This is an optimization exercise on Yosys and OpenROAD, whose aim is small area and a short achievable clock period, not a production implementation. In this exercise RTL edits were held to simulation tests only and were not proved equivalent to the original. Power figures rest on the tool's default switching activity, not on a simulated workload.

==> flow/design.v, too long to show whole: its modules and the start of the top module <==
// module mac_cs: 906 lines
// module sub_array: 129 lines
// module cinc: 47 lines
// module resa_subarray: 39 lines
module resa_subarray (
    input  wire         clk,
    input  wire         rst,
    input  wire [1:0]   dataflow_sel,
    input  wire         stationary_sel,
    input  wire [63:0]  array_ifmap_in,
    input  wire [63:0]  array_weight_in,
    input  wire [127:0] array_psum_in_v,
    input  wire [127:0] array_psum_in_h,
    output wire [63:0]  array_ifmap_out,
    output wire [63:0]  array_weight_out,
    output wire [127:0] array_psum_out_v,
    output wire [127:0] array_psum_out_h
);
  // ...
==> flow/flow/run.sh <==
#!/bin/bash
# The standard layout, with changes made through ORFS's own variables only:
# clock tree synthesis without dummy loads and with larger sink clusters, port buffers of cell buf_2, and
# timing repair aiming at a 5.0 ns setup margin. Each tool's output is kept
# in the ORFS logs under orfs/logs; make's own output goes to
# make_finish.log here.
set -euo pipefail
export CTS_ARGS="-sink_clustering_enable -repair_clock_nets -dont_use_dummy_load -sink_clustering_size 20 -sink_clustering_max_diameter 80"
export BUFFER_PORTS_ARGS="-buffer_cell sky130_fd_sc_hd__buf_2"
export SETUP_SLACK_MARGIN=5.0
bash standard.sh finish > make_finish.log 2>&1
==> flow/standard.sh <==
#!/bin/bash
# synth_recipe.tcl (not shown) runs the flow's synth.tcl, then flattens the netlist and writes it again
# the make line also repeats each setting of config.mk as NAME=value (left out here)
make -C /OpenROAD-flow-scripts/flow DESIGN_CONFIG=/design/flow/config.mk WORK_HOME=/design/flow/orfs CLKGATE_MAP_FILE= SYNTH_SCRIPT=/design/flow/synth_recipe.tcl "${@:-finish}"
==> flow/config.mk <==
export PLATFORM = sky130hd
export DESIGN_NAME = resa_subarray
export DESIGN_NICKNAME = resa_subarray
export VERILOG_FILES = /design/flow/design.v
export SDC_FILE = /design/flow/constraint.sdc
export NUM_CORES = 4
export LEC_CHECK = 0
export CAP_MARGIN = 20
export CORE_MARGIN = 2
export CORE_UTILIZATION = 60
export PLACE_DENSITY = 0.68
export SLEW_MARGIN = 20
export SYNTH_HIERARCHICAL = 1
==> flow/constraint.sdc <==
create_clock -name core_clock -period 10.0 [get_ports {clk}]
set_input_delay 2.0000 -clock core_clock [delete_from_list [all_inputs] [get_ports {clk}]]
set_output_delay 2.0000 -clock core_clock [all_outputs]
set_load 0.01 [all_outputs]
==> qor.txt, run 1 <==
outcome = complete, no violations
setup ws final = 5.11 ns
NetSw = 7.55 mW
fraction of area in multi-input gates = 0.517
number of synthesized flops with an enable pin = 192
Yosys cell types = 90
global-route wire length before repair = 390,000 um
WL/cell = 23.1 um
f_max = 0.205 GHz
fin crit period = 4.89 ns
TAP cells = 2,044
origin of the worst setup path = u_array.pcol[3].s3[14]
Worst path max stage delay = 0.52 ns
synthesized flop and latch total = 1,521
metal2 WL = 118,000 um
dominant class by area = multi-input gates
worst slack, placed = 3.54 ns
Worst R2R Path Depth = 18
Pins Over Slew Limit = 0
Routed WL = 263,000 um
most frequent cells in the layout = inv_1, nand2_1, fa_1
Top cell by count, worst path = fa_1
sequential power share = 0.364
WP data arrival = 5.55 ns
WP buf/inv = 5
Setup Skew = 0.0903 ns
Die Y = 397 um
clock network power share = 0.185
Comb pwr share = 0.452
area of the die = 0.158 sq mm
Crit path depth = 18
==> module sub_array, before the edit <==
module sub_array (
    input  wire         clk,
    input  wire         rst,
    input  wire [1:0]   dataflow_sel,
    input  wire         stationary_sel,
    input  wire [63:0]  array_ifmap_in,
    input  wire [63:0]  array_weight_in,
    input  wire [127:0] array_psum_in_v,
    input  wire [127:0] array_psum_in_h,
    output wire [63:0]  array_ifmap_out,
    output wire [63:0]  array_weight_out,
    output wire [127:0] psum_s,          
    output wire [27:0]  psum_g,          
    output wire [127:0] array_psum_out_h
);
    wire m_os  = (dataflow_sel == 2'b10);
    wire m_clr = (dataflow_sel == 2'b11);
    wire m_mac = ~dataflow_sel[1];
    wire ld_x0 = (dataflow_sel == 2'b00);
    reg [2:0] v0, v2;
    reg       lbv;
    reg [2:1] pv;
    wire [3:0] v0i = {v0[2:0], 1'b1};    
    wire [3:0] v2i = {v2[2:0], 1'b1};    
    wire lbv_n = lbv | stationary_sel;
    always @(posedge clk or posedge rst) begin
        if (rst) begin
            v0 <= 3'd0;
            v2 <= 3'd0;
            lbv <= 1'b0;
            pv <= 2'd0;
        end else begin
            v0 <= {3{m_os}} & v0i[2:0];
            v2 <= {3{~m_clr}} & v2i[2:0];
            lbv <= lbv_n;
            pv <= {2{m_mac}} & {pv[1], 1'b1};
        end
    end
    reg  [255:0] d0;             
    reg  [255:0] d2;             
    reg  [255:0] lb;             
    wire [255:0] x0, x2;         
    wire [255:0] lbn;            
    reg  [63:0]  o0;             
    reg  [63:0]  o2;             
    always @(posedge clk) begin
        d0 <= x0;
        d2 <= x2;
        lb <= lbn;
    end
    always @(posedge clk or posedge rst) begin
        if (rst) begin
            o0 <= 64'd0;
            o2 <= 64'd0;
        end else begin
            o0 <= {x0[16*(4*(3)+(3)) +: 16], x0[16*(4*(2)+(3)) +: 16], x0[16*(4*(1)+(3)) +: 16], x0[16*(4*(0)+(3)) +: 16]} & {64{m_os & v0[2]}};
            o2 <= {x2[16*(4*(3)+(3)) +: 16], x2[16*(4*(3)+(2)) +: 16], x2[16*(4*(3)+(1)) +: 16], x2[16*(4*(3)+(0)) +: 16]} & {64{~m_clr & v2[2]}};
        end
    end
    wire sum_ok   = m_mac & lbv;
    wire sel_keep = sum_ok & ~stationary_sel;
    wire sel_load = sum_ok & stationary_sel;
    wire sel_lb   = ~sum_ok;
    genvar r, c;
    generate
        for (r = 0; r < 4; r = r + 1) begin: row
            for (c = 0; c < 4; c = c + 1) begin: col
                if (c == 0) begin: w0
                    assign x0[16*(4*(r)+(c)) +: 16] = array_ifmap_in[16*r +: 16];
                end else begin: wn
                    assign x0[16*(4*(r)+(c)) +: 16] = d0[16*(4*(r)+(c-1)) +: 16];
                end
                if (r == 0) begin: n0
                    assign x2[16*(4*(r)+(c)) +: 16] = array_weight_in[16*c +: 16];
                end else begin: nn
                    assign x2[16*(4*(r)+(c)) +: 16] = d2[16*(4*(r-1)+(c)) +: 16];
                end
                wire ld_zero = ld_x0 ? ~v0i[c] : ~v2i[r];
                assign lbn[16*(4*(r)+(c)) +: 16] = stationary_sel ?
                    ((ld_x0 ? x0[16*(4*(r)+(c)) +: 16] : x2[16*(4*(r)+(c)) +: 16]) & {16{~ld_zero}}) :
                    lb[16*(4*(r)+(c)) +: 16];
            end
        end
        for (c = 0; c < 4; c = c + 1) begin: pcol
            reg  [15:0] a1;              
            reg  [16:0] a2;              
            reg  [17:0] s3;              
            reg  [31:0] pd1, pd2, pd3;   
            reg  [31:0] os;              
            reg  [6:0]  og;              
            wire [16:0] a2n = a1 + lb[16*(4*(1)+(c)) +: 16];
            wire [17:0] s3n = a2 + lb[16*(4*(2)+(c)) +: 16];
            wire [15:0] x0_3 = x0[16*(4*(3)+(c)) +: 16] & {16{v0i[c]}};
            wire [15:0] x2_3 = x2[16*(4*(3)+(c)) +: 16] & {16{v2[2]}};
            wire [17:0] s_keep = s3n + {2'b0, lb[16*(4*(3)+(c)) +: 16]};
            wire [17:0] s_load = s3n + {2'b0, ld_x0 ? x0_3 : x2_3};
            wire [17:0] s3m = ({18{sel_keep}} & s_keep) | ({18{sel_load}} & s_load) |
                              ({18{sel_lb}} & {2'b0, lbn[16*(4*(3)+(c)) +: 16]});
            wire s3_ok = ~m_clr & v2[1] & lbv_n;
            wire [31:0] ms;
            wire [6:0]  mg;
            mac_cs u_mac (.a(d2[16*(4*(2)+(c)) +: 16]), .b(s3), .p(pd3), .s(ms), .g(mg));
            always @(posedge clk) begin
                a1  <= lb[16*(4*(0)+(c)) +: 16] & {16{sum_ok}};
                a2  <= a2n & {17{sum_ok}};
                s3  <= s3m & {18{s3_ok}};
                pd1 <= array_psum_in_v[32*c +: 32];
                pd2 <= pd1;
                pd3 <= pd2 & {32{m_mac & pv[2]}};
            end
            always @(posedge clk or posedge rst) begin
                if (rst) begin
                    os <= 32'd0;
                    og <= 7'd0;
                end else begin
                    os <= ms & {32{m_mac}};
                    og <= mg & {7{m_mac}};
                end
            end
            assign psum_s[32*c +: 32] = os;
            assign psum_g[7*c +: 7] = og;
            assign array_weight_out[16*c +: 16] = o2[16*c +: 16];
        end
        for (r = 0; r < 4; r = r + 1) begin: orow
            assign array_ifmap_out[16*r +: 16] = o0[16*r +: 16];
        end
    endgenerate
    assign array_psum_out_h = array_psum_in_h;
endmodule
==> run 2, diff against run 1 <==
--- a/flow/design.v
+++ b/flow/design.v
@@ -966,5 +966,2 @@
     wire sum_ok   = m_mac & lbv;
-    wire sel_keep = sum_ok & ~stationary_sel;
-    wire sel_load = sum_ok & stationary_sel;
-    wire sel_lb   = ~sum_ok;
     genvar r, c;
@@ -998,8 +995,3 @@
             wire [17:0] s3n = a2 + lb[16*(4*(2)+(c)) +: 16];
-            wire [15:0] x0_3 = x0[16*(4*(3)+(c)) +: 16] & {16{v0i[c]}};
-            wire [15:0] x2_3 = x2[16*(4*(3)+(c)) +: 16] & {16{v2[2]}};
-            wire [17:0] s_keep = s3n + {2'b0, lb[16*(4*(3)+(c)) +: 16]};
-            wire [17:0] s_load = s3n + {2'b0, ld_x0 ? x0_3 : x2_3};
-            wire [17:0] s3m = ({18{sel_keep}} & s_keep) | ({18{sel_load}} & s_load) |
-                              ({18{sel_lb}} & {2'b0, lbn[16*(4*(3)+(c)) +: 16]});
+            wire [17:0] s3m = (s3n & {18{sum_ok}}) + {2'b0, lbn[16*(4*(3)+(c)) +: 16]};
             wire s3_ok = ~m_clr & v2[1] & lbv_n;
==> run 2 against run 1 <==
Still clean. Sequential share of layout area grew 1.4 points. Sequential power increased by 0.9%. Global-route usage is 0.61 points lower. Critical path depth decreased by 2. Cell count shrank 5.6%. Clock-buffer cell count shrank 3. Core utilization up 0.76 points. Largest cell class unchanged. Largest power group unchanged.
==> qor.txt, run 2 <==
Async S/R FF share, synth = 0.193 (unchanged)
H-tree depth = 3 (unchanged)
synthesized flop and latch total = 1,521 (unchanged)
# IOs = 773 (unchanged)
clock network power share = 0.178 (was 0.185)
unrepaired setup endpoints after global routing = true (unchanged)
outcome = complete, no violations (unchanged)
Port Buffer Count = 516 (unchanged)
synth top area cells = fa_1, dfxtp_1, dfrtp_1 (unchanged)
dpl hpwl = 178,000 um (was 189,000 um)
Max-Cap Viols = 0 (unchanged)
share of layout cells above drive strength 1 = 0.115 (was 0.109)
Syn Nets = 10,300 (was 11,000)
YS warnings = 7 (unchanged)
Setup TNS = 0 ns (unchanged)
worst slack, placed = 3.26 ns (was 3.54 ns)
Leakage = 45.9 nW (was 47.7 nW)
number of synthesized flops with an enable pin = 192 (unchanged)
Hold Buf Count CTS = 0 (unchanged)
count leader, synth = inv_1 (unchanged)
WL/cell = 23.2 um (was 23.1 um)
commonest non-fill, non-tap cell in the layout = inv_1 (unchanged)
Critical Path Sink Type = flop (unchanged)
CTS tree = built (unchanged)
largest register by flop count = u_array.lb (unchanged)
GR Overflow Total = 0 (unchanged)
max_slew headroom = 0.251 (was 0.283)
Setup Skew = 0.0954 ns (was 0.0903 ns)
commonest cells in the netlist = inv_1, fa_1, dfxtp_1 (was inv_1, nand2_1, fa_1)
CTS buffer count = 96 (was 99)
Fin. Hold Viols = 0 (unchanged)
register area = 0.0342 sq mm (was 0.0341 sq mm)
CP max FO = 34 (was 16)
sw frac = 0.374 (was 0.371)
Pre-antenna DRT Iters = 6 (unchanged)
CP Data Required Time = 10.58 ns (was 10.66 ns)
path category of the worst min-delay check = reg -> reg (unchanged)
post-synthesis sequential area ratio = 0.382 (was 0.365)
count of clock tree sinks = 1,521 (unchanged)
CTS Root Cell = clkbuf_16 (unchanged)
post-route ant nets = 0 (unchanged)
Max VDD drop = 0.235 mV (was 0.175 mV)
largest net degree at the start of global routing = 145 (was 158)
# nets final = 10,700 (was 11,300)
Placed Area = 0.0921 sq mm (was 0.0963 sq mm)
Area Overhead vs Synth = 9.38% (was 8.77%)
WP data arrival = 5.48 ns (was 5.55 ns)
synthesized cell area = 0.0886 sq mm (was 0.0926 sq mm)
NetSw = 7.70 mW (was 7.55 mW)
via count = 59,300 (was 63,700)
Comb pwr share = 0.459 (was 0.452)
Filler Cells Inserted = 11,600 (was 12,400)
area of the die = 0.151 sq mm (was 0.158 sq mm)
vias in the first global route = 61,100 (was 65,200)
Largest regs = u_array.lb x256, u_array.d0 x192, u_array.d2 x192 (unchanged)
Setup-failing EPs final = 0 (unchanged)
ys flop type = dfxtp_1 (unchanged)
Pins Over Slew Limit = 0 (unchanged)
fin crit period = 4.90 ns (was 4.89 ns)
Largest register FFs = 256 (unchanged)
Cell Pwr Density = 212 mW/mm^2 (was 202 mW/mm^2)
period utilisation layout = 0.490 (was 0.489)
Yosys cell types = 70 (was 90)
final total power = 20.6 mW (was 20.3 mW)
f_max = 0.204 GHz (was 0.205 GHz)
Routed WL = 249,000 um (was 263,000 um)
Initial Util = 0.606 (was 0.603)
later-pin clock latency in the skew report = 0.76 ns (was 0.74 ns)
CTS clk-pin slew, worst paths = 0.08 ns (about the same)
global-route wire length before repair = 367,000 um (was 390,000 um)
Final GP Congestion = 0.914 (was 0.918)
maximum root-to-sink buffer count = 3 (unchanged)
Syn Area/Cell = 10.5 sq um (was 10.3 sq um)
most frequent cells in the layout = inv_1, fa_1, dfxtp_1 (was inv_1, nand2_1, fa_1)
kind of critical path = in -> reg (was reg -> reg)
setup ws final = 5.10 ns (was 5.11 ns)
worst slew pin tran = 1.12 ns (was 1.08 ns)
Int Pwr = 12.9 mW (was 12.8 mW)
Die X = 388 um (was 397 um)
Vias per Instance = 5.52 (was 5.60)
post-synth top area share = 0.237 (was 0.227)
drt first-iter violations = 4,503 (was 5,233)
DRC viols = 0 (unchanged)
initial antenna violation count = 24 (was 39)
post-route cell area = 0.0969 sq mm (was 0.101 sq mm)
Rows = 140 (was 144)
multi-input logic area = 0.0482 sq mm (was 0.0520 sq mm)
Setup crit start kind = input pin (was flop)
sequential power share = 0.363 (was 0.364)
area leader, netlist = fa_1 (unchanged)
Die Y = 388 um (was 397 um)
core area = 0.146 sq mm (was 0.154 sq mm)
Post-Syn Instances = 8,459 (was 9,026)
gr usage total = 0.320 (was 0.326)
run 2: worst paths after layout:
path	to	depth (start not counted)	startpoint	slack, ns
hold / removal	u_array.pcol[2].pd2[29]	0	u_array.pcol[2].pd1[29]	0.29
hold reg to reg	u_array.pcol[2].pd2[29]	0	u_array.pcol[2].pd1[29]	0.29
setup reg to reg	u_array.pcol[3].og[5]	17	u_array.d2[186]	5.14
setup / recovery	u_array.pcol[1].s3[17]	16	dataflow_sel[1]	5.10
max in group asynchronous	u_array.v0[2]	4	rst	7.05
min in group asynchronous	u_array.pcol[1].os[31]	3	rst	1.55
run 2: timing repair:
| action | in CTS | in global routing |
|---|---|---|
| endpoints found under the setup margin | 196 | 49 |
| hold endpoints to repair | 0 | 0 |
| resized for setup | 144 | 175 |
| pin swaps | 5 | 23 |
| cloned | 6 | 20 |
| setup buffers | 11 | 86 |
run 2: layer usage:
layer  track usage  vias to the layer above  routed length [um]
met2         0.509                     2494              114000
li1              -                    26600                   -
met4         0.132                        4               11400
met1         0.442                    29700              103000
met3        0.0470                      567               20700
met5             0                        -                  16
run 2: worst max-delay path, stage by stage:
cell and delay, ns:
buf_16 0.16, nor2_4 0.21, buf_12 0.13, buf_8 0.30, mux2i_1 0.29, o22ai_2 0.14, ha_1 0.35, a211oi_1 0.24
nor2_1 0.12, o41ai_2 0.32, a21oi_2 0.18, a2111oi_1 0.41, nor2_1 0.10, o211ai_1 0.21, xnor2_1 0.15, nor2_1 0.05
run 2: area by class of cell:
cell class / instances / area share
multi-input combinational: 5252 / 0.498
sequential: 1521 / 0.353
timing repair buffer: 705 / 0.0513
inverter: 1241 / 0.0481
clock buffer: 96 / 0.0248
tap: 1917 / 0.0248
antenna: 15 / 0.000388
run 2: cell families (layout without fill, tap and decap cells):
| family | after synthesis | in the layout | share of synthesized area |
|---|---|---|---|
| AND/OR/NAND/NOR | 2751 | 2756 | 0.158 |
| flip-flops | 1521 | 1521 | 0.382 |
| XOR/XNOR | 278 | 278 | 0.0281 |
| AO/OA/AOI/OAI | 684 | 684 | 0.0496 |
| multiplexers | 50 | 50 | 0.00565 |
| buffers and inverters | 1691 | 2042 | 0.0778 |
| adder cells (fa/ha/maj) | 1484 | 1484 | 0.299 |
| other | 0 | 15 | 0 |
run 2: per-stage QoR:
stage	cells	utilization	hold WS, ns
finish	10700	0.663	0.293
global route	10700	0.663	0.290
CTS	10600	0.650	0.295
detailed placement	10500	0.630	0.312
global placement	10500	0.630	0.311
floorplan	8459	-	0.310
run 2: per-module statistics from Yosys, one instance, submodules excluded, a selection:
module	flip-flops and latches	cells inside
sub_array	1521	4351
cinc	0	62
mac_cs	0	965
run 2: power by group through the flow:
| stage | Sequential (mW) | Clock (mW) | Combinational (mW) |
|---|---|---|---|
| 2_1_floorplan | 7.17 | 0 | 7.02 |
| 3_3_place_gp | 7.59 | 0 | 8.96 |
| 3_5_place_dp | 7.60 | 0 | 9.21 |
| 4_1_cts | 7.48 | 3.74 | 9.29 |
| 5_1_grt | 7.50 | 3.95 | 10.8 |
| 6_report | 7.46 | 3.67 | 9.44 |
==> run 3, diff against run 2 <==
--- a/flow/flow/run.sh
+++ b/flow/flow/run.sh
@@ -7,3 +7,3 @@
 set -euo pipefail
-export CTS_ARGS="-sink_clustering_enable -repair_clock_nets -dont_use_dummy_load -sink_clustering_size 20 -sink_clustering_max_diameter 80"
+export CTS_ARGS="-sink_clustering_enable -repair_clock_nets -dont_use_dummy_load -sink_clustering_size 26 -sink_clustering_max_diameter 100"
 export BUFFER_PORTS_ARGS="-buffer_cell sky130_fd_sc_hd__buf_2"
==> run 3 against run 2 <==
Synthesized cell count unchanged. Non-clock buffer count down 5. Fmax shrank 0.69%. Area after synthesis did not move. Combinational power is 0.5% lower. Cell count down 0.22%. Clock skew up 0.056 ns. Sequential share of layout area rose by 0.23 points. Critical path depth up 2. Design area is 0.66% lower. Clock-buffer cell count down 22. Core utilization fell by 0.44 points. Still clean. Critical path type unchanged.
==> qor.txt, run 3 <==
sw frac = 0.379 (was 0.374)
Rows = 140 (unchanged)
clock network power share = 0.160 (was 0.178)
YS warnings = 7 (unchanged)
DRC viols = 0 (unchanged)
via count = 59,100 (was 59,300)
count leader, synth = inv_1 (unchanged)
Routed WL = 249,000 um (about the same)
fin crit period = 4.93 ns (was 4.90 ns)
max_slew headroom = 0.244 (was 0.251)
f_max = 0.203 GHz (was 0.204 GHz)
area leader, netlist = fa_1 (unchanged)
# nets final = 10,700 (about the same)
Syn Nets = 10,300 (unchanged)
Pre-antenna DRT Iters = 5 (was 6)
post-route ant nets = 0 (unchanged)
Setup TNS = 0 ns (unchanged)
Leakage = 45.6 nW (was 45.9 nW)
commonest cells in the netlist = inv_1, fa_1, dfxtp_1 (unchanged)
CTS buffer count = 74 (was 96)
initial antenna violation count = 25 (was 24)
Area Overhead vs Synth = 8.66% (was 9.38%)
dpl hpwl = 178,000 um (unchanged)
GR Overflow Total = 0 (unchanged)
Cell Pwr Density = 209 mW/mm^2 (was 212 mW/mm^2)
path category of the worst min-delay check = reg -> reg (unchanged)
Hold Buf Count CTS = 0 (unchanged)
Die X = 388 um (unchanged)
CP Data Required Time = 10.49 ns (was 10.58 ns)
period utilisation layout = 0.493 (was 0.490)
Max VDD drop = 0.228 mV (was 0.235 mV)
post-synth top area share = 0.237 (unchanged)
later-pin clock latency in the skew report = 0.78 ns (was 0.76 ns)
Non-Filler Instances = 10,700 (about the same)
CTS Root Cell = clkbuf_16 (unchanged)
Syn Area/Cell = 10.5 sq um (unchanged)
kind of critical path = in -> reg (unchanged)
drt first-iter violations = 4,893 (was 4,503)
Die Y = 388 um (unchanged)
area of the die = 0.151 sq mm (unchanged)
share of layout cells above drive strength 1 = 0.112 (was 0.115)
commonest non-fill, non-tap cell in the layout = inv_1 (unchanged)
Initial Util = 0.606 (unchanged)
WP data arrival = 5.42 ns (was 5.48 ns)
outcome = complete, no violations (unchanged)
NetSw = 7.60 mW (was 7.70 mW)
largest register by flop count = u_array.lb (unchanged)
Final GP Congestion = 0.914 (unchanged)
Fin. Hold Viols = 0 (unchanged)
number of synthesized flops with an enable pin = 192 (unchanged)
Setup-failing EPs final = 0 (unchanged)
count of clock tree sinks = 1,521 (unchanged)
post-synthesis sequential area ratio = 0.382 (unchanged)
maximum root-to-sink buffer count = 3 (unchanged)
Largest regs = u_array.lb x256, u_array.d0 x192, u_array.d2 x192 (unchanged)
Pins Over Slew Limit = 0 (unchanged)
WL/cell = 23.2 um (about the same)
Setup Skew = 0.152 ns (was 0.0954 ns)
unrepaired setup endpoints after global routing = true (unchanged)
largest net degree at the start of global routing = 145 (unchanged)
Post-Syn Instances = 8,459 (unchanged)
Placed Area = 0.0921 sq mm (unchanged)
post-route cell area = 0.0962 sq mm (was 0.0969 sq mm)
placed insts = 10,500 (unchanged)
worst slew pin tran = 1.13 ns (was 1.12 ns)
Setup crit start kind = input pin (unchanged)
most frequent cells in the layout = inv_1, fa_1, dfxtp_1 (unchanged)
CTS clk-pin slew, worst paths = 0.10 ns (was 0.08 ns)
H-tree depth = 3 (unchanged)
synth top area cells = fa_1, dfxtp_1, dfrtp_1 (unchanged)
gr usage total = 0.319 (was 0.320)
Largest register FFs = 256 (unchanged)
Comb pwr share = 0.468 (was 0.459)
global-route wire length before repair = 365,000 um (was 367,000 um)
core area = 0.146 sq mm (unchanged)
Async S/R FF share, synth = 0.193 (unchanged)
Port Buffer Count = 516 (unchanged)
synthesized cell area = 0.0886 sq mm (unchanged)
vias in the first global route = 60,500 (was 61,100)
# IOs = 773 (unchanged)
Vias per Instance = 5.51 (was 5.52)
Yosys cell types = 70 (unchanged)
Critical Path Sink Type = flop (unchanged)
Max-Cap Viols = 0 (unchanged)
CTS tree = built (unchanged)
Int Pwr = 12.5 mW (was 12.9 mW)
sequential power share = 0.372 (was 0.363)
synthesized flop and latch total = 1,521 (unchanged)
CP max FO = 17 (was 34)
ys flop type = dfxtp_1 (unchanged)
-- run 3: per-layer routing --
layer,up-vias,track usage,part of all wire
met3,542,0.0457,0.082
met5,-,0,0.00011
met2,2449,0.509,0.46
met1,29600,0.443,0.42
met4,4,0.122,0.044
li1,26500,-,-
-- run 3: path summary, 6_finish.rpt --
| check | from | cells after the start | slack (ns) | endpoint |
|---|---|---|---|---|
| setup / recovery | dataflow_sel[1] | 18 | 5.07 | u_array.pcol[1].s3[16] |
| hold / removal | u_array.pcol[0].pd1[7] | 0 | 0.32 | u_array.pcol[0].pd2[7] |
| setup reg to reg | u_array.pcol[3].s3[14] | 18 | 5.16 | u_array.pcol[3].og[4] |
| hold reg to reg | u_array.pcol[0].pd1[7] | 0 | 0.32 | u_array.pcol[0].pd2[7] |
| max in group asynchronous | rst | 4 | 7.03 | u_array.v2[2] |
| min in group asynchronous | rst | 3 | 1.53 | u_array.pcol[1].os[20] |
-- run 3: what timing repair did --
action                     CTS  global route
buffers inserted             9            84
cloned                       6            20
gates resized for setup    125           190
setup endpoints to repair  196            51
pin swaps                    5            22
hold endpoints to repair     0             0
-- run 3: logic make-up (layout without fill, tap and decap cells) --
kind of cell               count (synthesis)  in the layout  share of synthesized area
adders and majority gates               1484           1484                      0.299
DFF                                     1521           1521                      0.382
xor gates and xnor gates                 278            278                     0.0281
other                                      0             18                          0
buffers and inverters                   1691           2015                     0.0778
muxes                                     50             50                    0.00565
and+or+nand+nor                         2751           2756                      0.158
AOI/OAI and AO/OA                        684            684                     0.0496
-- run 3: stage by stage --
stage / total power [mW] / worst slack [ns] / util / hold WS [ns]
after global placement: 16.5 / 3.38 / 0.630 / 0.311
after detailed placement: 16.8 / 3.26 / 0.630 / 0.312
after CTS: 20.0 / 5.00 / 0.646 / 0.312
after floorplan: 14.2 / 4.11 / - / 0.310
after global routing: 21.7 / 4.93 / 0.658 / 0.310
final: 20.1 / 5.07 / 0.659 / 0.316
-- run 3: critical path, stage by stage --
cell       delay (ns)
buf_16           0.19
nor2_4           0.11
buf_4            0.17
and2_1           0.22
o21ai_4          0.31
buf_6            0.19
o22ai_2          0.09
ha_2             0.24
fa_2             0.37
a21o_1           0.20
a21oi_4          0.17
o21ai_1          0.10
a31oi_2          0.26
o31ai_2          0.14
a2111oi_2        0.31
nor2_1           0.09
xor2_1           0.14
nor2_1           0.05
-- run 3: layout make-up --
cell class | instances | area (sq um)
fillers | 11700 | 49900
repair buffers | 700 | 4880
multi-input cells | 5252 | 48200
well taps | 1917 | 2400
flip-flops and latches | 1521 | 34200
diodes | 18 | 45.0
inverters | 1241 | 4660
clock buffers | 74 | 1850
-- run 3: power by group through the flow --
stage	combinational, mW	clock, mW	sequential (mW)
after detailed placement	9.21	0	7.60
after CTS	9.29	3.28	7.47
after floorplan	7.02	0	7.17
final	9.39	3.22	7.48
after global routing	10.7	3.47	7.51
after global placement	8.96	0	7.59
-- run 3: modules after synthesis, one instance, submodules excluded, a selection --
module / flops+latches / cells inside / times used / area, sq um
cinc: 0 / 62 / 4 / 523
mac_cs: 0 / 965 / 4 / 8880
sub_array: 1521 / 4351 / 1 / 50900
==> run 4, diff against run 3 <==
==> flow/flow/run.sh (replaced) <==
#!/bin/bash
# The standard layout, with changes made through ORFS's own variables only:
# clock tree synthesis without dummy loads, port buffers of cell buf_2, and
# timing repair aiming at a 5.0 ns setup margin. Each tool's output is kept
# in the ORFS logs under orfs/logs; make's own output goes to
# make_finish.log here.
set -euo pipefail
export CTS_ARGS="-sink_clustering_enable -repair_clock_nets -dont_use_dummy_load"
export BUFFER_PORTS_ARGS="-buffer_cell sky130_fd_sc_hd__buf_2"
export SETUP_SLACK_MARGIN=5.0
bash standard.sh finish > make_finish.log 2>&1
==> run 4 against run 3 <==
Non-clock buffer count shrank 29. Clock-buffer cell count grew 80. Area after synthesis is the same. Fmax shrank 0.39%. Wire length barely moved. Cell count rose by 0.48%. Critical endpoint is now u_array.pcol[1].s3[17]. Highest routed layer is now met4.
==> qor.txt, run 4 <==
Initial Util = 0.606 (unchanged)
path category of the worst min-delay check = reg -> reg (unchanged)
post-synthesis sequential area ratio = 0.382 (unchanged)
register area = 0.0342 sq mm (about the same)
Port Buffer Count = 516 (unchanged)
WL/cell = 23.1 um (was 23.2 um)
YS warnings = 7 (unchanged)
number of synthesized flops with an enable pin = 192 (unchanged)
Hold Buf Count CTS = 0 (unchanged)
Yosys cell types = 70 (unchanged)
Cell Pwr Density = 222 mW/mm^2 (was 209 mW/mm^2)
largest net degree at the start of global routing = 145 (unchanged)
area leader, netlist = fa_1 (unchanged)
outcome = complete, no violations (unchanged)
CP Data Required Time = 10.60 ns (was 10.49 ns)
post-synth top area share = 0.237 (unchanged)
worst hold slack = 0.298 ns (was 0.316 ns)
Critical Path Sink Type = flop (unchanged)
synthesized cell area = 0.0886 sq mm (unchanged)
CTS tree = built (unchanged)
commonest non-fill, non-tap cell in the layout = inv_1 (unchanged)
DRC viols = 0 (unchanged)
dpl hpwl = 178,000 um (unchanged)
kind of critical path = in -> reg (unchanged)
Fin. Hold Viols = 0 (unchanged)
maximum root-to-sink buffer count = 3 (unchanged)
synthesized flop and latch total = 1,521 (unchanged)
later-pin clock latency in the skew report = 0.82 ns (was 0.78 ns)
Vias per Instance = 5.53 (was 5.51)
Largest regs = u_array.lb x256, u_array.d0 x192, u_array.d2 x192 (unchanged)
Hold Path Depth = 0 (unchanged)
# IOs = 773 (unchanged)
global-route wire length before repair = 368,000 um (was 365,000 um)
Syn Nets = 10,300 (unchanged)
Leakage = 46.4 nW (was 45.6 nW)
drt first-iter violations = 4,685 (was 4,893)
Max-Cap Viols = 0 (unchanged)
commonest cells in the netlist = inv_1, fa_1, dfxtp_1 (unchanged)
Die X = 388 um (unchanged)
via count = 59,500 (was 59,100)
Area Overhead vs Synth = 10.5% (was 8.66%)
Rows = 140 (unchanged)
initial antenna violation count = 26 (was 25)
period utilisation layout = 0.495 (was 0.493)
Async S/R FF share, synth = 0.193 (unchanged)
Filler Cells Inserted = 11,500 (was 11,700)
count of clock tree sinks = 1,521 (unchanged)
CTS buffer count = 154 (was 74)
share of layout cells above drive strength 1 = 0.116 (was 0.112)
Largest register FFs = 256 (unchanged)
multi-input logic area = 0.0482 sq mm (about the same)
worst slew pin tran = 1.13 ns (about the same)
f_max = 0.202 GHz (was 0.203 GHz)
Post-Syn Instances = 8,459 (unchanged)
Worst R2R Path Depth = 17 (was 18)
final total power = 21.7 mW (was 20.1 mW)
synth top area cells = fa_1, dfxtp_1, dfrtp_1 (unchanged)
fin crit period = 4.95 ns (was 4.93 ns)
GR Overflow Total = 0 (unchanged)
WP data arrival = 5.55 ns (was 5.42 ns)
max_slew headroom = 0.249 (was 0.244)
most frequent cells in the layout = inv_1, fa_1, dfxtp_1 (unchanged)
Setup Skew = 0.109 ns (was 0.152 ns)
Setup crit start kind = input pin (unchanged)
Pre-antenna DRT Iters = 6 (was 5)
area of the die = 0.151 sq mm (unchanged)
unrepaired setup endpoints after global routing = true (unchanged)
H-tree depth = 4 (was 3)
Max VDD drop = 0.230 mV (was 0.228 mV)
Non-Filler Instances = 10,800 (was 10,700)
Routed WL = 249,000 um (about the same)
placed insts = 10,500 (unchanged)
core area = 0.146 sq mm (unchanged)
count leader, synth = inv_1 (unchanged)
Setup-failing EPs final = 0 (unchanged)
CTS clk-pin slew, worst paths = 0.05 ns (was 0.10 ns)
gr usage total = 0.322 (was 0.319)
CTS Root Cell = clkbuf_16 (unchanged)
Final GP Congestion = 0.914 (unchanged)
Pins Over Slew Limit = 0 (unchanged)
Syn Area/Cell = 10.5 sq um (unchanged)
largest register by flop count = u_array.lb (unchanged)
Die Y = 388 um (unchanged)
Setup TNS = 0 ns (unchanged)
post-route ant nets = 0 (unchanged)
CP max FO = 35 (was 17)
ys flop type = dfxtp_1 (unchanged)
# nets final = 10,700 (about the same)
vias in the first global route = 61,500 (was 60,500)
## run 4: cell type report
cell class	instances	share of cell area
flip-flops and latches	1521	0.349
well taps	1917	0.0245
repair buffers	671	0.0467
diodes	18	0.000460
inverters	1241	0.0476
clock buffers	154	0.0394
multi-input cells	5252	0.492
## run 4: per-layer routing
metal | part of all wire | vias to the layer above | track usage
li1 | - | 26600 | -
met1 | 0.41 | 29800 | 0.444
met3 | 0.085 | 557 | 0.0524
met4 | 0.043 | 0 | 0.129
met5 | 0 | - | 0
met2 | 0.46 | 2586 | 0.512
## run 4: cell families after synthesis
logic type	count (synthesis)	share of synthesized area
flops	1521	0.382
simple gates	2751	0.158
fa+ha+maj	1484	0.299
xor+xnor	278	0.0281
compound gates	684	0.0496
mux	50	0.00565
buf+inv	1691	0.0778
## run 4: critical path, stage by stage
cell       delay, ns
buf_16          0.20
nor2_4          0.11
buf_4           0.17
and2_1          0.22
o21ai_4         0.28
buf_4           0.24
o22ai_2         0.10
ha_2            0.24
a211oi_1        0.26
nor2_1          0.13
o41ai_2         0.32
a21oi_1         0.25
a2111oi_0       0.43
nor2_1          0.10
o211ai_1        0.20
xnor2_1         0.15
nor2_1          0.05
## run 4: metrics by stage
stage / util / setup slack, ns / instance area, sq um
final: 0.670 / 5.05 / 97900
after global routing: 0.670 / 4.90 / 97900
after CTS: 0.660 / 5.00 / 96400
after detailed placement: 0.630 / 3.26 / 92100
after global placement: 0.630 / 3.38 / 92100
after floorplan: - / 4.11 / 88800
## run 4: worst paths after layout
check / from / to / slack [ns]
min in group asynchronous: rst / u_array.pcol[1].os[22] / 1.49
max in group asynchronous: rst / u_array.v2[2] / 7.08
min reg2reg: u_array.pcol[0].pd1[14] / u_array.pcol[0].pd2[14] / 0.30
max reg2reg: u_array.d2[186] / u_array.pcol[3].og[5] / 5.13
min: u_array.pcol[0].pd1[14] / u_array.pcol[0].pd2[14] / 0.30
max: dataflow_sel[1] / u_array.pcol[1].s3[17] / 5.05
## run 4: modules after synthesis (local to each module, per instance), a selection
module / cells / times used
mac_cs: 965 / 4
sub_array: 4351 / 1
cinc: 62 / 4
## run 4: what timing repair did
item	in CTS	in global routing
pin swaps	5	14
setup endpoints to repair	183	51
cloned	5	18
buffers inserted	9	58
resized for setup	133	167
## run 4: power by group
group / internal, mW / switching [mW]
logic: 4.33 / 5.02
registers: 6.83 / 0.680
clock network: 2.69 / 2.16
total: 13.8 / 7.86
==> run 5, diff against run 4 <==
--- a/flow/design.v
+++ b/flow/design.v
@@ -926,3 +926,3 @@
     reg [2:0] v0, v2;
-    reg       lbv;
+    reg       lbv, run;
     reg [2:1] pv;
@@ -936,2 +936,3 @@
             lbv <= 1'b0;
+            run <= 1'b0;
             pv <= 2'd0;
@@ -941,2 +942,3 @@
             lbv <= lbv_n;
+            run <= 1'b1;
             pv <= {2{m_mac}} & {pv[1], 1'b1};
@@ -966,2 +968,3 @@
     wire sum_ok   = m_mac & lbv;
+    wire o_ok     = m_mac & run;
     genvar r, c;
@@ -1013,4 +1016,4 @@
                 end else begin
-                    os <= ms & {32{m_mac}};
-                    og <= mg & {7{m_mac}};
+                    os <= ms & {32{o_ok}};
+                    og <= mg & {7{o_ok}};
                 end
==> flow/flow/run.sh (replaced) <==
#!/bin/bash
# The standard layout, with changes made through ORFS's own variables only:
# clock tree synthesis without dummy loads and with larger sink clusters, port buffers of cell buf_2, and
# timing repair aiming at a 5.0 ns setup margin. Each tool's output is kept
# in the ORFS logs under orfs/logs; make's own output goes to
# make_finish.log here.
set -euo pipefail
export CTS_ARGS="-sink_clustering_enable -repair_clock_nets -dont_use_dummy_load -sink_clustering_size 20 -sink_clustering_max_diameter 80"
export BUFFER_PORTS_ARGS="-buffer_cell sky130_fd_sc_hd__buf_2"
export SETUP_SLACK_MARGIN=5.0
bash standard.sh finish > make_finish.log 2>&1
==> run 5 against run 4 <==
Largest power group unchanged. Clock power down 24%. Synthesized cell count up 1.1%. Sequential power down 2%. Via count up 1.2%. Wire length up 0.74%. Area after synthesis up 0.77%.
==> qor.txt, run 5 <==
Die Y = 390 um (was 388 um)
maximum root-to-sink buffer count = 3 (unchanged)
Largest register FFs = 256 (unchanged)
outcome = complete, no violations (unchanged)
CP max FO = 16 (was 35)
Final GP Congestion = 0.912 (was 0.914)
path category of the worst min-delay check = reg -> reg (unchanged)
unrepaired setup endpoints after global routing = true (unchanged)
Post-Synth Adder-Cell Area = 0.296 (was 0.299)
post-route ant nets = 0 (unchanged)
Die X = 390 um (was 388 um)
Filler Cells Inserted = 11,800 (was 11,500)
largest register by flop count = u_array.lb (unchanged)
later-pin clock latency in the skew report = 0.75 ns (was 0.82 ns)
vias in the first global route = 62,400 (was 61,500)
count leader, synth = inv_1 (unchanged)
via count = 60,300 (was 59,500)
WP data arrival = 5.50 ns (was 5.55 ns)
CTS Root Cell = clkbuf_16 (unchanged)
gr usage total = 0.322 (about the same)
CTS tree = built (unchanged)
Max-Cap Viols = 0 (unchanged)
# nets final = 10,800 (was 10,700)
Synth Area in Simple Gates = 0.158 (about the same)
Synth Area in Compound Gates = 0.0559 (was 0.0496)
most frequent cells in the layout = inv_1, and2_1, fa_1 (was inv_1, fa_1, dfxtp_1)
dpl hpwl = 180,000 um (was 178,000 um)
max_slew headroom = 0.260 (was 0.249)
Top cell by count, worst path = fa_1 (was nor2_1)
Setup-failing EPs final = 0 (unchanged)
ys flop type = dfxtp_1 (unchanged)
YS warnings = 7 (unchanged)
# IOs = 773 (unchanged)
CTS clk-pin slew, worst paths = 0.09 ns (was 0.05 ns)
Critical Path Sink Type = flop (unchanged)
WL/cell = 23.1 um (about the same)
Non-Filler Instances = 10,800 (about the same)
fin crit period = 4.91 ns (was 4.95 ns)
slowest CP cell = dfxtp_1 (was a2111oi_0)
Fin. Hold Viols = 0 (unchanged)
Syn Nets = 10,400 (was 10,300)
Setup crit start kind = flop (was input pin)
Pre-antenna DRT Iters = 8 (was 6)
core area = 0.148 sq mm (was 0.146 sq mm)
post-synthesis sequential area ratio = 0.379 (was 0.382)
Rows = 141 (was 140)
Area Overhead vs Synth = 8.97% (was 10.5%)
area leader, netlist = fa_1 (unchanged)
worst slack, placed = 3.61 ns (was 3.26 ns)
count of clock tree sinks = 1,522 (was 1,521)
period utilisation layout = 0.491 (was 0.495)
global-route wire length before repair = 370,000 um (was 368,000 um)
share of layout cells above drive strength 1 = 0.109 (was 0.116)
Setup Skew = 0.0846 ns (was 0.109 ns)
Pins Over Slew Limit = 0 (unchanged)
number of synthesized flops with an enable pin = 192 (unchanged)
GR Overflow Total = 0 (unchanged)
DRC viols = 0 (unchanged)
kind of critical path = reg -> reg (was in -> reg)
Vias per Instance = 5.56 (was 5.53)
setup ws final = 5.09 ns (was 5.05 ns)
worst slew pin tran = 1.11 ns (was 1.13 ns)
dominant combinational cell family by area after synthesis = adder cells (unchanged)
placed insts = 10,600 (was 10,500)
Async S/R FF share, synth = 0.193 (about the same)
Leakage = 46.1 nW (was 46.4 nW)
Routed WL = 251,000 um (was 249,000 um)
mux contribution to synthesized area = 0.00607 (was 0.00565)
area of the die = 0.152 sq mm (was 0.151 sq mm)
f_max = 0.204 GHz (was 0.202 GHz)
synthesized flop and latch total = 1,522 (was 1,521)
CP cell instances = and2_1 > fa_1 > inv_1 > fa_1 > fa_1 > fa_1 > inv_1 > fa_1 > ha_1 > fa_1 > a21o_1 > a21o_1 > and2_1 (was buf_16 > nor2_4 > buf_4 > and2_1 > o21ai_4 > buf_4 > o22ai_2 > ha_2 > a211oi_1 > nor2_1 > o41ai_2 > a21oi_1 > a2111oi_0 > nor2_1 > o211ai_1 > xnor2_1 > nor2_1)
Max VDD drop = 0.213 mV (was 0.230 mV)
Syn Area/Cell = 10.4 sq um (was 10.5 sq um)
Post-Syn Instances = 8,556 (was 8,459)
Initial Util = 0.604 (was 0.606)
Largest regs = u_array.lb x256, u_array.d0 x192, u_array.d2 x192 (unchanged)
drt first-iter violations = 4,979 (was 4,685)
synth top area cells = fa_1, dfxtp_1, dfrtp_1 (unchanged)
worst hold slack = 0.299 ns (was 0.298 ns)
post-synth top area share = 0.235 (was 0.237)
CTS buffer count = 99 (was 154)
largest net degree at the start of global routing = 128 (was 145)
initial antenna violation count = 34 (was 26)
CP Data Required Time = 10.59 ns (was 10.60 ns)
Port Buffer Count = 516 (unchanged)
Yosys cell types = 81 (was 70)
Setup TNS = 0 ns (unchanged)
commonest non-fill, non-tap cell in the layout = inv_1 (unchanged)
final total power = 19.9 mW (was 21.7 mW)
commonest cells in the netlist = inv_1, and2_1, fa_1 (was inv_1, fa_1, dfxtp_1)
synthesized cell area = 0.0892 sq mm (was 0.0886 sq mm)
Cell Pwr Density = 204 mW/mm^2 (was 222 mW/mm^2)
Synth Area in XOR/XNOR = 0.0263 (was 0.0281)
Worst path max stage delay = 0.98 ns (was 0.43 ns)
H-tree depth = 3 (was 4)
==> run 5: cell count changes in the layout (fill, tap and decap cells not counted), sizes merged, moves of 10 or more <==
| cell | before | now |
|---|---|---|
| nor2b | 206 | 37 |
| a211oi | 23 | 46 |
| a21oi | 239 | 249 |
| a211o | 4 | 14 |
| o21ai | 104 | 137 |
| xor2 | 114 | 99 |
| nor2 | 259 | 245 |
| clkbuf | 175 | 120 |
| buf | 650 | 674 |
| and2 | 926 | 1080 |
| nand3 | 145 | 162 |
==> run 5: worst paths after layout <==
check / startpoint / to / slack, ns / cells past startpoint
max in group asynchronous: rst / u_array.v2[2] / 6.93 / 4
max reg2reg: u_array.pcol[0].s3[4] / u_array.pcol[0].og[3] / 5.09 / 13
max: u_array.pcol[0].s3[4] / u_array.pcol[0].og[3] / 5.09 / 13
min: u_array.pcol[0].pd1[14] / u_array.pcol[0].pd2[14] / 0.30 / 0
min reg2reg: u_array.pcol[0].pd1[14] / u_array.pcol[0].pd2[14] / 0.30 / 0
min in group asynchronous: rst / u_array.pcol[1].os[18] / 1.54 / 3
==> run 5: final cells by class <==
class	count	area, sq um	share of cell area
Sequential cell	1522	34200	0.351
Inverter	1235	4640	0.0477
Timing Repair Buffer	696	4850	0.0499
Antenna cell	18	45.0	0.000463
Tap cell	1930	2410	0.0248
Multi-Input combinational cell	5346	48700	0.500
Clock buffer	99	2480	0.0255
==> run 5: stage by stage <==
step / utilization / instance area, sq um
final: 0.659 / 97300
after global routing: 0.658 / 97200
after CTS: 0.646 / 95400
after detailed placement: 0.628 / 92700
after global placement: 0.628 / 92700
after floorplan: - / 89300
==> run 5: kinds of logic (layout without fill, tap and decap cells) <==
family | after synthesis | in the layout
AOI/OAI and AO/OA | 777 | 777
xor gates and xnor gates | 262 | 262
adders and majority gates | 1484 | 1484
buffers and inverters | 1690 | 2030
DFF | 1522 | 1522
muxes | 54 | 54
other | 1 | 19
and+or+nand+nor | 2766 | 2768
==> run 5: metal layers <==
layer | GRT usage | wire, um
met5 | 0 | 354
met4 | 0.127 | 9900
met3 | 0.0523 | 20600
met2 | 0.509 | 115000
met1 | 0.449 | 105000
==> run 5: power by group <==
part           internal, mW  switching [mW]
logic                  3.98            4.83
clock network          1.74            1.97
registers              6.73           0.608
==> run 5: Yosys stat by module (local to each module, per instance), excerpt <==
module / cells / cell area, sq um
mac_cs: 965 / 8880
cinc: 62 / 523
sub_array: 4448 / 51600
==> run 5: worst max-delay path: cells and delay by family, from the launching register on <==
family                   cells  cell delay, ns
buffers and inverters        2            0.14
adder cells (fa/ha/maj)      7            2.89
AND/OR/NAND/NOR              2            0.41
AO/OA/AOI/OAI                2            0.35
flip-flops                   1            0.98
==> run 5: what timing repair did <==
action / in CTS / in global routing
setup endpoints to repair: 94 / 60
pin swaps: 1 / 21
setup buffers: 0 / 83
gates cloned: 2 / 20
resized for setup: 98 / 188
hold buffers: 0 / 0
==> run 6, diff against run 5 <==
--- a/flow/flow/run.sh
+++ b/flow/flow/run.sh
@@ -3,3 +3,3 @@
 # clock tree synthesis without dummy loads and with larger sink clusters, port buffers of cell buf_2, and
-# timing repair aiming at a 5.0 ns setup margin. Each tool's output is kept
+# timing repair aiming at a 5.15 ns setup margin. Each tool's output is kept
 # in the ORFS logs under orfs/logs; make's own output goes to
@@ -9,3 +9,3 @@
 export BUFFER_PORTS_ARGS="-buffer_cell sky130_fd_sc_hd__buf_2"
-export SETUP_SLACK_MARGIN=5.0
+export SETUP_SLACK_MARGIN=5.15
 bash standard.sh finish > make_finish.log 2>&1
==> run 6 against run 5 <==
Combinational power increased by 3.4%. Sequential cell count is the same. Highest routed layer unchanged. Clock-buffer cell count decreased by 1. Via count up 1.1%. Core utilization increased by 0.63 points. Hold slack got worse by 0.012 ns. Design area rose by 0.95%. Wire length up 3.2%.
==> qor.txt, run 6 <==
outcome = complete, no violations (unchanged)
ys flop type = dfxtp_1 (unchanged)
share of layout cells above drive strength 1 = 0.126 (was 0.109)
CTS buffer count = 98 (was 99)
count leader, synth = inv_1 (unchanged)
Rows = 141 (unchanged)
Routed WL = 259,000 um (was 251,000 um)
commonest cells in the netlist = inv_1, and2_1, fa_1 (unchanged)
Post-Syn Instances = 8,556 (unchanged)
area of the die = 0.152 sq mm (unchanged)
Pins Over Slew Limit = 0 (unchanged)
post-route ant nets = 0 (unchanged)
Pre-antenna DRT Iters = 8 (unchanged)
Initial Util = 0.604 (unchanged)
max_slew headroom = 0.265 (was 0.260)
CP Data Required Time = 10.62 ns (was 10.59 ns)
gr usage total = 0.329 (was 0.322)
largest net degree at the start of global routing = 134 (was 128)
Hold Buf Count CTS = 0 (unchanged)
Setup crit start kind = flop (unchanged)
Largest regs = u_array.lb x256, u_array.d0 x192, u_array.d2 x192 (unchanged)
number of synthesized flops with an enable pin = 192 (unchanged)
drt first-iter violations = 4,717 (was 4,979)
unrepaired setup endpoints after global routing = true (unchanged)
# IOs = 773 (unchanged)
Largest register FFs = 256 (unchanged)
Final GP Congestion = 0.934 (was 0.912)
Leakage = 46.5 nW (was 46.1 nW)
initial antenna violation count = 33 (was 34)
GR Overflow Total = 0 (unchanged)
period utilisation layout = 0.485 (was 0.491)
worst slew pin tran = 1.10 ns (was 1.11 ns)
fin crit period = 4.85 ns (was 4.91 ns)
via count = 60,900 (was 60,300)
Setup Skew = 0.117 ns (was 0.0846 ns)
Filler Cells Inserted = 11,700 (was 11,800)
CTS tree = built (unchanged)
YS warnings = 7 (unchanged)
Fin. Hold Viols = 0 (unchanged)
maximum root-to-sink buffer count = 3 (unchanged)
post-synthesis sequential area ratio = 0.379 (unchanged)
Vias per Instance = 5.61 (was 5.56)
synthesized flop and latch total = 1,522 (unchanged)
Async S/R FF share, synth = 0.193 (unchanged)
vias in the first global route = 62,300 (was 62,400)
DRC viols = 0 (unchanged)
CP delay by family, top = adder cells (unchanged)
hold_sp = u_array.pcol[3].pd1[27] (was u_array.pcol[0].pd1[14])
most frequent cells in the layout = inv_1, and2_1, fa_1 (unchanged)
core area = 0.148 sq mm (unchanged)
origin of the worst setup path = u_array.d2[147] (was u_array.pcol[0].s3[4])
Max VDD drop = 0.250 mV (was 0.213 mV)
area leader, netlist = fa_1 (unchanged)
WP buf/inv = 6 (was 2)
synthesized cell area = 0.0892 sq mm (unchanged)
path category of the worst min-delay check = reg -> reg (unchanged)
Syn Nets = 10,400 (unchanged)
CP cell instances = buf_12 > and2_4 > fa_1 > inv_1 > fa_1 > inv_2 > fa_2 > inv_2 > fa_2 > fa_1 > inv_2 > fa_1 > ha_2 > inv_2 > fa_2 > nor2b_1 > o21ai_1 > nand2b_1 > and2_1 (was and2_1 > fa_1 > inv_1 > fa_1 > fa_1 > fa_1 > inv_1 > fa_1 > ha_1 > fa_1 > a21o_1 > a21o_1 > and2_1)
RR Startpoint = u_array.d2[147] (was u_array.pcol[0].s3[4])
CTS clk-pin slew, worst paths = 0.08 ns (was 0.09 ns)
dpl hpwl = 182,000 um (was 180,000 um)
H-tree depth = 3 (unchanged)
count of clock tree sinks = 1,522 (unchanged)
final total power = 20.2 mW (was 19.9 mW)
global-route wire length before repair = 376,000 um (was 370,000 um)
CP max FO = 6 (was 16)
Die Y = 390 um (unchanged)
slowest CP cell = fa_1 (was dfxtp_1)
Max-Cap Viols = 0 (unchanged)
WP data arrival = 5.46 ns (was 5.50 ns)
Cell Pwr Density = 205 mW/mm^2 (was 204 mW/mm^2)
worst hold slack = 0.287 ns (was 0.299 ns)
WL/cell = 23.8 um (was 23.1 um)
Worst path max stage delay = 0.55 ns (was 0.98 ns)
commonest non-fill, non-tap cell in the layout = inv_1 (unchanged)
# nets final = 10,800 (about the same)
Setup-failing EPs final = 0 (unchanged)
largest register by flop count = u_array.lb (unchanged)
later-pin clock latency in the skew report = 0.77 ns (was 0.75 ns)
CTS Root Cell = clkbuf_16 (unchanged)
Critical Path Sink Type = flop (unchanged)
Yosys cell types = 81 (unchanged)
kind of critical path = reg -> reg (unchanged)
Setup TNS = 0 ns (unchanged)
Die X = 390 um (unchanged)
f_max = 0.206 GHz (was 0.204 GHz)
synth top area cells = fa_1, dfxtp_1, dfrtp_1 (unchanged)
Area Overhead vs Synth = 10.0% (was 8.97%)
post-synth top area share = 0.235 (unchanged)
Syn Area/Cell = 10.4 sq um (unchanged)
Port Buffer Count = 516 (unchanged)
==> run 6: cell counts after synthesis <==
No cell type changed its count.
==> run 6: modules after synthesis, one instance, submodules excluded, a selection <==
| module | cells | flops+latches | copies in the design |
|---|---|---|---|
| mac_cs | 965 | 0 | 4 |
| sub_array | 4448 | 1522 | 1 |
| cinc | 62 | 0 | 4 |
==> run 6: cell families after synthesis <==
family | Yosys count | synth area share
AOI/OAI and AO/OA | 777 | 0.0559
xor gates and xnor gates | 262 | 0.0263
adders and majority gates | 1484 | 0.296
buffers and inverters | 1690 | 0.0776
DFF | 1522 | 0.379
muxes | 54 | 0.00607
other | 1 | 0.0000420
and+or+nand+nor | 2766 | 0.158
==> run 6: timing repair <==
item / in CTS / in global routing
pin swaps: 18 / 87
buffers inserted: 47 / 55
gates resized for setup: 240 / 207
endpoints found under the setup margin: 120 / 67
cloned: 10 / 27
==> run 6: final timing paths <==
| path | slack, ns | depth (start not counted) | to |
|---|---|---|---|
| hold / removal | 0.29 | 0 | u_array.pcol[3].pd2[27] |
| max in group asynchronous | 7.07 | 4 | u_array.pcol[1].os[5] |
| hold reg to reg | 0.29 | 0 | u_array.pcol[3].pd2[27] |
| setup reg to reg | 5.15 | 19 | u_array.pcol[1].og[4] |
| setup / recovery | 5.15 | 19 | u_array.pcol[1].og[4] |
| min in group asynchronous | 1.52 | 3 | u_array.pcol[1].os[17] |
==> run 6: power by group <==
group | internal, mW | switching [mW]
Sequential | 6.73 | 0.603
Clock | 1.72 | 1.99
Combinational | 4.11 | 5.00
==> run 6: cell type report <==
cell class	count	area, sq um	share of cell area
Antenna cell	12	30.0	0.000306
Multi-Input combinational cell	5347	48900	0.498
Sequential cell	1522	34200	0.349
Tap cell	1930	2410	0.0246
Inverter	1235	4640	0.0473
Clock buffer	98	2450	0.0250
Timing Repair Buffer	729	5490	0.0559
==> run 6: per-stage QoR <==
step	utilization	instance area, sq um	instances	setup slack (ns)
final	0.665	98200	10900	5.15
after global routing	0.665	98200	10900	4.99
after CTS	0.654	96500	10800	5.13
after detailed placement	0.628	92700	10600	3.57
after global placement	0.628	92700	10600	3.65
after floorplan	-	89400	8556	4.10
==> run 6: layer usage <==
layer | track usage | part of all wire | up-vias
met1 | 0.461 | 0.41 | 30600
met3 | 0.0557 | 0.089 | 607
met2 | 0.524 | 0.46 | 2589
met4 | 0.108 | 0.040 | 18
met5 | 0 | 0.00040 | -
li1 | - | - | 27100
==> run 6: worst reg2reg max path, cell delays in order (launching register included) <==
cell	delay (ns)
dfxtp_4	0.36
buf_12	0.15
and2_4	0.14
fa_1	0.52
inv_1	0.06
fa_1	0.50
inv_2	0.05
fa_2	0.52
inv_2	0.04
fa_2	0.35
fa_1	0.50
inv_2	0.05
fa_1	0.55
ha_2	0.20
inv_2	0.04
fa_2	0.34
nor2b_1	0.13
o21ai_1	0.08
nand2b_1	0.06
and2_1	0.10
==> run 7, diff against run 6 <==
==> flow/flow/run.sh (replaced) <==
#!/bin/bash
# The standard layout, with changes made through ORFS's own variables only:
# clock tree synthesis without dummy loads and with larger sink clusters, port buffers of cell buf_1, and
# timing repair aiming at a 5.15 ns setup margin. Each tool's output is kept
# in the ORFS logs under orfs/logs; make's own output goes to
# make_finish.log here.
set -euo pipefail
export CTS_ARGS="-sink_clustering_enable -repair_clock_nets -dont_use_dummy_load -sink_clustering_size 20 -sink_clustering_max_diameter 80"
export BUFFER_PORTS_ARGS="-buffer_cell sky130_fd_sc_hd__buf_1"
export SETUP_SLACK_MARGIN=5.15
bash standard.sh finish > make_finish.log 2>&1
--- a/flow/config.mk
+++ b/flow/config.mk
@@ -9,4 +9,4 @@
 export CORE_MARGIN = 2
-export CORE_UTILIZATION = 60
-export PLACE_DENSITY = 0.68
+export CORE_UTILIZATION = 65
+export PLACE_DENSITY = 0.7
 export SLEW_MARGIN = 20
==> run 7 against run 6 <==
First-iteration DRC count increased by 16%. Worst setup slack got worse by 0.049 ns. Cell count decreased by 0.92%. Global-route usage increased by 2.6 points. Via count increased by 0.40%. Power increased by 0.90%. Design area about the same. Fmax decreased by 1.0%.
==> qor.txt, run 7 <==
origin of the worst setup path = u_array.pcol[2].os[5] (was u_array.d2[147])
maximum root-to-sink buffer count = 3 (unchanged)
Initial Util = 0.657 (was 0.604)
Routed WL = 256,000 um (was 259,000 um)
post-route cell area = 0.0982 sq mm (about the same)
Yosys cell types = 81 (unchanged)
Critical Path Sink Type = output port (was flop)
Placed Area = 0.0919 sq mm (was 0.0927 sq mm)
Port Buffer Count = 516 (unchanged)
CP delay by family, top = compound AO/OA/AOI/OAI gates (was adder cells)
outcome = complete, no violations (unchanged)
Pre-antenna DRT Iters = 7 (was 8)
Worst R2R Path Depth = 18 (was 19)
WL/cell = 23.8 um (about the same)
Setup-failing EPs final = 0 (unchanged)
Largest register FFs = 256 (unchanged)
CTS Root Cell = clkbuf_16 (unchanged)
slowest CP cell = dfrtp_1 (was fa_1)
dpl hpwl = 178,000 um (was 182,000 um)
final total power = 20.3 mW (was 20.2 mW)
# IOs = 773 (unchanged)
commonest non-fill, non-tap cell in the layout = inv_1 (unchanged)
CP max FO = 4 (was 6)
hold_sp = u_array.pcol[2].pd1[2] (was u_array.pcol[3].pd1[27])
setup ws final = 5.10 ns (was 5.15 ns)
Crit path depth = 10 (was 19)
synthesized flop and latch total = 1,522 (unchanged)
YS warnings = 7 (unchanged)
kind of critical path = reg -> out (was reg -> reg)
fin crit period = 4.90 ns (was 4.85 ns)
Final Core Density = 0.723 (was 0.665)
initial antenna violation count = 26 (was 33)
CTS buffer count = 95 (was 98)
Post-Syn Instances = 8,556 (unchanged)
Largest regs = u_array.lb x256, u_array.d0 x192, u_array.d2 x192 (unchanged)
Syn Nets = 10,400 (unchanged)
H-tree depth = 3 (unchanged)
Async S/R FF share, synth = 0.193 (unchanged)
most frequent cells in the layout = inv_1, and2_1, fa_1 (unchanged)
Worst Setup EP = array_psum_out_v[94] (was u_array.pcol[1].og[4])
Pins Over Slew Limit = 0 (unchanged)
Setup crit start kind = flop (unchanged)
CP cell instances = nand2_2 > o21ai_2 > o311ai_4 > buf_6 > o311ai_4 > ha_4 > buf_6 > ha_4 > xor2_4 > buf_6 (was buf_12 > and2_4 > fa_1 > inv_1 > fa_1 > inv_2 > fa_2 > inv_2 > fa_2 > fa_1 > inv_2 > fa_1 > ha_2 > inv_2 > fa_2 > nor2b_1 > o21ai_1 > nand2b_1 > and2_1)
count leader, synth = inv_1 (unchanged)
RR Startpoint = u_array.d2[164] (was u_array.d2[147])
worst slew pin tran = 1.19 ns (was 1.10 ns)
Setup TNS = 0 ns (unchanged)
Cell Pwr Density = 207 mW/mm^2 (was 205 mW/mm^2)
# nets final = 10,900 (was 10,800)
Area Overhead vs Synth = 10.1% (was 10.0%)
area of the die = 0.140 sq mm (was 0.152 sq mm)
number of synthesized flops with an enable pin = 192 (unchanged)
Die Y = 375 um (was 390 um)
Worst path max stage delay = 0.40 ns (was 0.55 ns)
post-synthesis sequential area ratio = 0.379 (unchanged)
Top cell by count, worst path = buf_6
later-pin clock latency in the skew report = 0.79 ns (was 0.77 ns)
CP Data Required Time = 8.00 ns (was 10.62 ns)
largest net degree at the start of global routing = 134 (unchanged)
ys flop type = dfxtp_1 (unchanged)
CTS clk-pin slew, worst paths = 0.08 ns (about the same)
largest register by flop count = u_array.lb (unchanged)
WP buf/inv = 3 (was 6)
count of clock tree sinks = 1,522 (unchanged)
Max VDD drop = 0.496 mV (was 0.250 mV)
synth top area cells = fa_1, dfxtp_1, dfrtp_1 (unchanged)
post-route ant nets = 0 (unchanged)
Syn Area/Cell = 10.4 sq um (unchanged)
vias in the first global route = 62,400 (was 62,300)
DRC viols = 0 (unchanged)
Rows = 135 (was 141)
Die X = 375 um (was 390 um)
core area = 0.136 sq mm (was 0.148 sq mm)
CTS tree = built (unchanged)
global-route wire length before repair = 376,000 um (about the same)
Crit Reg-Reg Endpoint = u_array.pcol[2].os[18] (was u_array.pcol[1].og[4])
Max-Cap Viols = 0 (unchanged)
commonest cells in the netlist = inv_1, and2_1, fa_1 (unchanged)
Setup Skew = 0.113 ns (was 0.117 ns)
r2r setup slk = 5.10 ns (was 5.15 ns)
unrepaired setup endpoints after global routing = true (unchanged)
Vias per Instance = 5.68 (was 5.61)
worst slack, placed = 3.84 ns (was 3.57 ns)
Final GP Congestion = 0.915 (was 0.934)
area leader, netlist = fa_1 (unchanged)
share of layout cells above drive strength 1 = 0.0782 (was 0.126)
synthesized cell area = 0.0892 sq mm (unchanged)
max_slew headroom = 0.200 (was 0.265)
via count = 61,200 (was 60,900)
Fin. Hold Viols = 0 (unchanged)
f_max = 0.204 GHz (was 0.206 GHz)
drt first-iter violations = 5,471 (was 4,717)
path category of the worst min-delay check = reg -> reg (unchanged)
post-synth top area share = 0.235 (unchanged)
Leakage = 45.3 nW (was 46.5 nW)
gr usage total = 0.356 (was 0.329)
GR Overflow Total = 0 (unchanged)
period utilisation layout = 0.490 (was 0.485)
WP data arrival = 2.90 ns (was 5.46 ns)
run 7: cell counts after synthesis:
No cell type changed its count.
run 7: worst min-delay path by stage:
stage | endpoint | slack, ns | cells after the start
final | u_array.pcol[2].pd2[2] | 0.31 | 0
after global routing | u_array.pcol[2].pd2[2] | 0.33 | 0
after CTS | u_array.pcol[2].pd2[2] | 0.31 | 0
after detailed placement | u_array.pcol[1].pd2[4] | 0.31 | 0
after global placement | u_array.pcol[2].pd2[23] | 0.31 | 0
after floorplan | u_array.pcol[0].pd2[0] | 0.31 | 0
run 7: area by class of cell:
class                           instances  area, sq um
Sequential cell                      1522        34200
Timing Repair Buffer                  780         5520
Multi-Input combinational cell       5348        49200
Clock buffer                           95         2380
Fill cell                            9902        37600
Inverter                             1235         4640
Antenna cell                           12         30.0
Tap cell                             1781         2230
run 7: repair_timing:
action                                  in CTS  in global routing
endpoints found under the setup margin     120                 86
cloned                                      24                 20
pin swaps                                   26                132
resized for setup                          302                225
hold buffers                                 0                  0
buffers inserted                            43                 92
run 7: routing by layer:
metal | vias up | global-route usage | wire [um]
met5 | - | 0.00377 | 126
met4 | 24 | 0.129 | 11500
met3 | 614 | 0.0800 | 25900
met2 | 2904 | 0.554 | 116000
met1 | 30500 | 0.492 | 103000
li1 | 27200 | - | -
run 7: Yosys stat by module (local to each module, per instance), a selection:
module / cells / times used / flops+latches / cell area [sq um]
cinc: 62 / 4 / 0 / 523
mac_cs: 965 / 4 / 0 / 8880
sub_array: 4448 / 1 / 1522 / 51600
run 7: stage by stage:
step / cells / hold slack [ns]
after global routing: 10800 / 0.327
after global placement: 10500 / 0.310
after CTS: 10600 / 0.311
after detailed placement: 10500 / 0.312
final: 10800 / 0.312
after floorplan: 8556 / 0.310
run 7: kinds of logic after synthesis:
kind of cell	synth area share
simple gates	0.158
buf+inv	0.0776
flops	0.379
fa+ha+maj	0.296
compound gates	0.0559
xor+xnor	0.0263
mux	0.00607
other cells	0.0000420
run 7: report_power, final:
group / internal (mW) / total, mW / switching, mW
Combinational: 4.21 / 9.36 / 5.15
Clock: 1.67 / 3.63 / 1.96
Sequential: 6.73 / 7.34 / 0.607

==> port drivers added, routing unchanged <==
Ports are ideal in the flow. The routed layouts listed here were re-timed in OpenROAD.
Step 1 sets driving cells, clkbuf_16 on the clock port and buf_2 on the other inputs (assumed; they add their load-dependent delay and slew).
Step 2 adds t to the input delays and takes it off the output delays; t is the mean of the earliest and latest rising clock arrival at the registers after step 1. Input paths then give back, and output paths get back, about the clock's delay inside the block.
Slacks: ideal / step 1 / step 2; pairs: ideal / step 1.
run	t, ns	setup slack, ns	hold WS [ns]	worst slew at a driven data input, ns	pins driven straight from the clock port
run 1	0.801	5.115 / 5.042 / 4.257	0.309 / 0.309 / 0.309	0.21	1
run 2	0.798	5.103 / 5.062 / 4.264	0.293 / 0.293 / 0.293	0.21	1
run 3	0.788	5.069 / 4.754 / 3.966	0.316 / 0.316 / 0.316	0.45	1
run 4	0.843	5.050 / 4.965 / 4.123	0.298 / 0.298 / 0.298	0.22	1
run 5	0.785	5.093 / 5.048 / 4.263	0.299 / 0.299 / 0.299	0.25	1
run 6	0.786	5.153 / 5.153 / 4.451	0.287 / 0.287 / 0.287	0.20	1
run 7	0.790	5.104 / 5.035 / 4.565	0.312 / 0.312 / 0.312	0.22	1
After both steps every run listed still meets setup and hold. The setup slack of run 3, which loses most, moves by -0.315 ns with the drivers and by -1.103 ns with both steps.
